This design comes from an exercise in tuning for small area and a short achievable clock period on the open sky130 flow, not from production work. Only simulation tests tie the RTL to the original design; equivalence was not proved.

==> sierra: inputs <==
==> flow/design.v (excerpt) <==
module PE_array (
    input clk,
    input rst,
    input i_en,
    input [15:0] ifmap,
    input [127:0] weight,
    input [255:0] bias,
    output [255:0] ofmap,
    output valid
);
clock: 10.0 ns
lec_check: 0
cap_margin: 20
core_margin: 2
core_utilization: 40
setup_slack_margin: 5
slew_margin: 20
run.sh (not shown) runs the stock make flow with config.mk's settings and CLKGATE_MAP_FILE= SYNTH_SCRIPT=/design/flow/synth_recipe.tcl, a recipe that flattens the netlist after the stock synthesis.
==> juniper: changes against sierra <==
--- a/flow/design.v
+++ b/flow/design.v
@@ -33,19 +33,20 @@
     always @(posedge clk) begin
         neg_r[0] <= neg_c[0]; neg_r[1] <= neg_c[1];
         one_r[0] <= one_c[0]; one_r[1] <= one_c[1];
         two_r[0] <= two_c[0]; two_r[1] <= two_c[1];
         n_r <= n_c;
     end
     reg [4:0] v;
-    reg [31:0] ps0 [0:ROWS-1];    
-    reg [31:0] ps1 [0:ROWS-1];    
-    reg [31:0] ps2 [0:ROWS-1];    
-    reg [31:0] ps3 [0:ROWS-1];    
-    reg [31:0] y   [0:ROWS-1];    
+    reg [16:0] q_r  [0:ROWS-1];   
+    reg [31:0] ps0  [0:ROWS-1];   
+    reg [31:0] bd   [0:ROWS-1];   
+    reg [31:0] ps2  [0:ROWS-1];   
+    reg [31:0] ps2d [0:ROWS-1];   
+    reg [31:0] y    [0:ROWS-1];   
     reg [54:0] cut_r [0:ROWS-1];
     genvar r;
     generate
         for (r = 0; r < ROWS; r = r + 1) begin : row
             wire [8:0] u00;
             booth_pp pp00 (.w(weight[(0*8 + r)*8 +: 8]), .neg(neg_c[0][0]), .one(one_c[0][0]), .two(two_c[0][0]), .u(u00));
             wire [8:0] u01;
@@ -179,25 +180,29 @@
             wire tb_c50 = (cut_r[r][49] & tb_s21) | (cut_r[r][49] & tb_c20) | (tb_s21 & tb_c20);
             wire tb_s51 = cut_r[r][52] ^ tb_s23 ^ tb_c22;
             wire tb_c52 = (cut_r[r][52] & tb_s23) | (cut_r[r][52] & tb_c22) | (tb_s23 & tb_c22);
             wire tb_s53 = cut_r[r][53] ^ cut_r[r][54] ^ tb_c24;
             wire tb_c54 = (cut_r[r][53] & cut_r[r][54]) | (cut_r[r][53] & tb_c24) | (cut_r[r][54] & tb_c24);
             wire [15:0] ts = {tb_c54, tb_s53, tb_s51, tb_s49, tb_s47, tb_s45, tb_s43, tb_s41, tb_s39, tb_s37, tb_s35, tb_s33, tb_s31, tb_s29, tb_s27, cut_r[r][2]};
             wire [15:0] tc = {1'b0, tb_c52, tb_c50, tb_c48, tb_c46, tb_c44, tb_c42, tb_c40, tb_c38, tb_c36, tb_c34, tb_c32, tb_c30, tb_c28, tb_c26, tb_s25};
-            wire [31:0] s1, c1, s2, c2, s3, c3, s4, c4;
-            csa32 #(.W(16)) a1 (.a(ps0[r]), .b(ts), .c(tc), .s(s1), .co(c1));
-            csa32 #(.W(16)) a2 (.a(ps1[r]), .b(ts), .c(tc), .s(s2), .co(c2));
-            csa32 #(.W(16)) a3 (.a(ps2[r]), .b(ts), .c(tc), .s(s3), .co(c3));
-            csa32 #(.W(16)) a4 (.a(ps3[r]), .b(ts), .c(tc), .s(s4), .co(c4));
+            wire [16:0] q = ts + tc;
+            wire [17:0] tq = {1'b0, q_r[r]};
+            wire [17:0] t_s = tq ^ ts ^ tc;
+            wire [17:0] t_m = (tq & ts) | (tq & tc) | (ts & tc);
+            wire [17:0] t_c = {t_m[16:0], 1'b0};
+            wire [31:0] s1, c1, s2, c2;
+            csa32 #(.W(18)) a1 (.a(bd[r]),  .b(t_s), .c(t_c), .s(s1), .co(c1));
+            csa32 #(.W(18)) a2 (.a(ps2d[r]), .b(t_s), .c(t_c), .s(s2), .co(c2));
             always @(posedge clk) begin
-                ps0[r] <= bias[r*32 +: 32] - 32'd174080;
-                ps1[r] <= s1 + c1;
-                ps2[r] <= s2 + c2;
-                ps3[r] <= s3 + c3;
-                y[r]   <= s4 + c4;
+                q_r[r]  <= q;
+                ps0[r]  <= bias[r*32 +: 32] - 32'd174080;
+                bd[r]   <= ps0[r];
+                ps2[r]  <= s1 + c1;
+                ps2d[r] <= ps2[r];
+                y[r]    <= s2 + c2;
             end
             assign ofmap[r*32 +: 32] = y[r];
         end
     endgenerate
     always @(posedge clk) begin
         if (rst) v <= 5'd0;
         else     v <= {v[3:0], i_en};
Settings changed: SETUP_SLACK_MARGIN 5 to not set.
==> qor summary <==
Layout cell share with drive strength beyond 1: sierra 4.649%; juniper 4.874%
Number of stages on the worst setup path: sierra 6; juniper 18
Data arrival, critical path: sierra 5.81 ns; juniper 6.92 ns
Run status: sierra no timing/DRC/antenna violations; juniper no timing/DRC/antenna violations
Signal inverters: sierra 1227; juniper 1016
Measured slew at the worst slew-check pin: sierra 1.155 ns; juniper 1.168 ns
Worst hold slack after final layout: sierra 0.4143 ns; juniper 0.2836 ns
Required time worst endpoint: sierra 10.78 ns; juniper 10.76 ns
Syn Nets: sierra 13670; juniper 11590
Worst rel slew slack: sierra 22.85%; juniper 22.11%

========
==> nickel <==
==> flow/design.v <==
module PE (
    input clk,
    input rst,
    input signed [7:0] ifmap,
    input signed [7:0] weight,
    input signed [31:0] bias,
    input en,
    output reg signed [31:0] opsum,
    output reg valid
);
    wire signed [31:0] ifmap_adjusted = {{24{ifmap[7]}},ifmap};  
    wire signed [31:0] weight_adjusted = {{24{weight[7]}},weight};  
    always @(posedge clk) begin
        if(rst) begin
            opsum <= 32'd0;
            valid <= 1'd0;  
        end 
        else begin
            opsum <= (en)? (ifmap_adjusted * weight_adjusted + bias) : 32'd0;
            valid <= en;
        end 
    end
endmodule
module PE_block (
    input clk,
    input rst,
    input i_en,
    input [7:0] ifmap,
    input [8 * 8 - 1 : 0] weight,
    input [8 * 32 - 1 : 0] bias,
    output [8 * 32 - 1 : 0] ofmap,
    output valid
);
    wire [31:0] opsum [0 : 4 - 1][0 : 8 - 1];
    wire [8 - 1 : 0] valid_chain [0 : 4 - 1];
    assign valid = (&valid_chain[4 - 1]);
    genvar gen;
    generate
        for (gen = 0; gen < 8; gen = gen + 1) begin: ofmap_gen
            assign ofmap[gen * 32 +: 32] = opsum[4 - 1][gen];
        end
        for (gen = 0; gen < 8 * 4; gen = gen + 1) begin: PE_block
            if(gen < 8) begin  
                PE pe(
                    .clk(clk),
                    .rst(rst),
                    .ifmap(ifmap),
                    .weight(weight[gen * 8 +: 8]),
                    .bias(bias[gen * 32 +: 32]),
                    .en(i_en),
                    .opsum(opsum[0][gen]),
                    .valid(valid_chain[0][gen])
                );
            end
            else begin  
                PE pe(
                    .clk(clk),
                    .rst(rst),
                    .ifmap(ifmap),
                    .weight(weight[(gen % 8) * 8 +: 8]),
                    .bias(opsum[gen / 8 - 1][gen % 8]),
                    .en(valid_chain[gen / 8 - 1][gen % 8]),
                    .opsum(opsum[gen / 8][gen % 8]),
                    .valid(valid_chain[gen / 8][gen % 8])
                );
            end
        end
    endgenerate
endmodule
module Adder_tree (
    input clk,
    input rst,
    input en,
    input [8 * 2 * 32 - 1 : 0] data_in,
    output logic [8 * 32 - 1 : 0] data_out,
    output logic valid
);
    integer i, j;
    logic [31:0] sum [0 : 8 - 1];
    always @(*) begin
        for (i = 0; i < 8; i = i + 1) begin
            sum[i] = 32'd0;
            for (j = 0; j < 2; j = j + 1)
                sum[i] = sum[i] + data_in[(i + j * 8) * 32 +: 32];
        end
    end
    always @(posedge clk) begin
        if(rst) begin
            data_out <= '0;  
            valid <= 0;  
        end
        else begin
            for (i = 0; i < 8; i = i + 1) begin
                data_out[i * 32 +: 32] <= (en)? sum[i] : 32'd0;
            end
            valid <= en;  
        end
    end
endmodule
module PE_array (
    input clk, 
    input rst,
    input i_en,
    input [8 * 2 - 1 : 0] ifmap,
    input [8 * 8 * 2 - 1 : 0] weight,
    input [8 * 4 * 8 - 1 : 0] bias,
    output [8 * 4 * 8 - 1 : 0] ofmap,
    output valid
);
    wire [8 * 4 * 8 * 2 - 1 : 0] opsum;
    wire [2 - 1 : 0] valid_chain;
    wire valid_pe = (&valid_chain);
    wire [8 * 4 * 8 - 1 : 0] bias_zero = '0;
    genvar gen;
    generate
        for(gen = 0 ; gen < 2; gen = gen + 1) begin: PE_array
            PE_block pe_block(
                .clk(clk),
                .rst(rst),
                .i_en(i_en),
                .ifmap(ifmap[gen * 8 +: 8]),
                .weight(weight[gen * 8 * 8 +: 8 * 8]),
                .bias((gen == 0) ? bias : bias_zero),  
                .ofmap(opsum[gen * 8 * 4 * 8 +: 8 * 4 * 8]),
                .valid(valid_chain[gen])
            );
        end
    endgenerate
    Adder_tree u_Adder_tree(
        .clk(clk),
        .rst(rst),
        .en       	(valid_pe        ),
        .data_in  	(opsum   ),
        .data_out 	(ofmap  ),
        .valid    	(valid     )
    );
endmodule
==> flow/run.sh <==
#!/bin/bash
# synth_recipe.tcl (not shown) runs the flow's synth.tcl, then flattens the netlist and writes it again
# the make line also repeats each setting of config.mk as NAME=value (left out here)
make -C /OpenROAD-flow-scripts/flow DESIGN_CONFIG=/design/flow/config.mk WORK_HOME=/design/flow/orfs CLKGATE_MAP_FILE= SYNTH_SCRIPT=/design/flow/synth_recipe.tcl finish
==> flow/config.mk <==
export PLATFORM = sky130hd
export DESIGN_NAME = PE_array
export DESIGN_NICKNAME = PE_array
export VERILOG_FILES = /design/flow/design.v
export SDC_FILE = /design/flow/constraint.sdc
export NUM_CORES = 4
export LEC_CHECK = 0
export CAP_MARGIN = 20
export CORE_MARGIN = 2
export CORE_UTILIZATION = 40
export SLEW_MARGIN = 20
==> flow/constraint.sdc <==
create_clock -name core_clock -period 10.0 [get_ports {clk}]
set_input_delay 2.0000 -clock core_clock [delete_from_list [all_inputs] [get_ports {clk}]]
set_output_delay 2.0000 -clock core_clock [all_outputs]
set_load 0.01 [all_outputs]
==> quartz (differences from nickel) <==
==> flow/design.v (replaced) <==
module PE_array (
    input clk,
    input rst,
    input i_en,
    input [15:0] ifmap,
    input [127:0] weight,
    input [255:0] bias,
    output [255:0] ofmap,
    output valid
);
    localparam ROWS = 8;
    reg [15:0]  x_r;
    reg [127:0] w_r;
    reg [4:0]   v;
    reg [31:0] ps0 [0:ROWS-1];    
    reg [31:0] ps1 [0:ROWS-1];    
    reg [31:0] ps2 [0:ROWS-1];    
    reg [31:0] ps3 [0:ROWS-1];    
    reg [31:0] y   [0:ROWS-1];    
    wire signed [16:0] p [0:ROWS-1];
    genvar r;
    generate
        for (r = 0; r < ROWS; r = r + 1) begin : row
            wire signed [7:0] x0 = x_r[7:0];
            wire signed [7:0] x1 = x_r[15:8];
            wire signed [7:0] w0 = w_r[r*8 +: 8];
            wire signed [7:0] w1 = w_r[(8+r)*8 +: 8];
            assign p[r] = x0 * w0 + x1 * w1;
            wire [31:0] pe = {{15{p[r][16]}}, p[r]};
            always @(posedge clk) begin
                ps0[r] <= bias[r*32 +: 32];
                ps1[r] <= ps0[r] + pe;
                ps2[r] <= ps1[r] + pe;
                ps3[r] <= ps2[r] + pe;
                y[r]   <= ps3[r] + pe;
            end
            assign ofmap[r*32 +: 32] = y[r];
        end
    endgenerate
    always @(posedge clk) begin
        x_r <= ifmap;
        w_r <= weight;
    end
    always @(posedge clk) begin
        if (rst) v <= 5'd0;
        else     v <= {v[3:0], i_en};
    end
    assign valid = v[4];
endmodule
==> qor summary <==
item                                                                                     nickel       quartz
Slew @ Worst Pin                                                                       1.260 ns     1.044 ns
Post-synthesis share of cell area spent on xor and xnor gates                            8.778%       8.058%
Final-layout clock buffer total                                                             373          236
Commonest non-fill, non-tap cell in the layout                                           nor2_1        inv_1
GR met1 Demand/Resource                                                                  27.39%       27.50%
Setup Skew                                                                           0.05813 ns   0.04854 ns
Post-synth net total                                                                     24,250       15,250
Final Instance Area                                                                 202,800 µm²  134,800 µm²
Pre-CTS setup slack                                                                  0.06274 ns    0.5819 ns
Clock latency reported for the late side of the worst-skew pair                         0.94 ns      0.87 ns
Number of distinct library cell variants in the gate-level netlist after synthesis           99           85
Cell at the slowest stage of the critical path                                          xnor2_1       nor4_1
Average wire per standard cell                                                         18.37 µm     17.12 µm
Met2 wire len                                                                        240,300 µm   130,100 µm
Most used cell, CP                                                                      a21oi_1         fa_1
Proportion of synthesized chip area in sequential cells                                  24.59%       24.51%
Result of the run                                              no timing/DRC/antenna violations  no timing/DRC/antenna violations

-- port drivers added, routing unchanged --
Ports are ideal in the flow. The routed layouts listed here were re-timed in OpenROAD. Step 1 (the two cells are an assumption about what drives the block):
set clk [get_ports {clk}]
set_driving_cell -lib_cell sky130_fd_sc_hd__clkbuf_16 $clk
set_driving_cell -lib_cell sky130_fd_sc_hd__buf_2 [delete_from_list [all_inputs] $clk]
Step 2 also shifts input and output timing later by t, the mid clock arrival at the registers, as if the neighbouring blocks saw the same clock. a / b / c = ideal ports / drivers / drivers and shift; a / b = the first two.
run | t (ns) | setup WS [ns] | clock arrival spread, ns
sierra | 0.959 | 4.972 / 4.929 / 3.970 | 0.074 / 0.074
juniper | 0.958 | 3.844 / 3.844 / 3.844 | 0.070 / 0.071
nickel | 1.026 | 0.909 / 0.986 / -0.041 | 0.072 / 0.071
quartz | 0.954 | 0.607 / 0.607 / 0.607 | 0.054 / 0.054
Met with ideal ports but missed after step 2: setup timing in nickel. The setup slack of sierra, which loses most, moves by -0.043 ns with the drivers and by -1.002 ns with both steps.
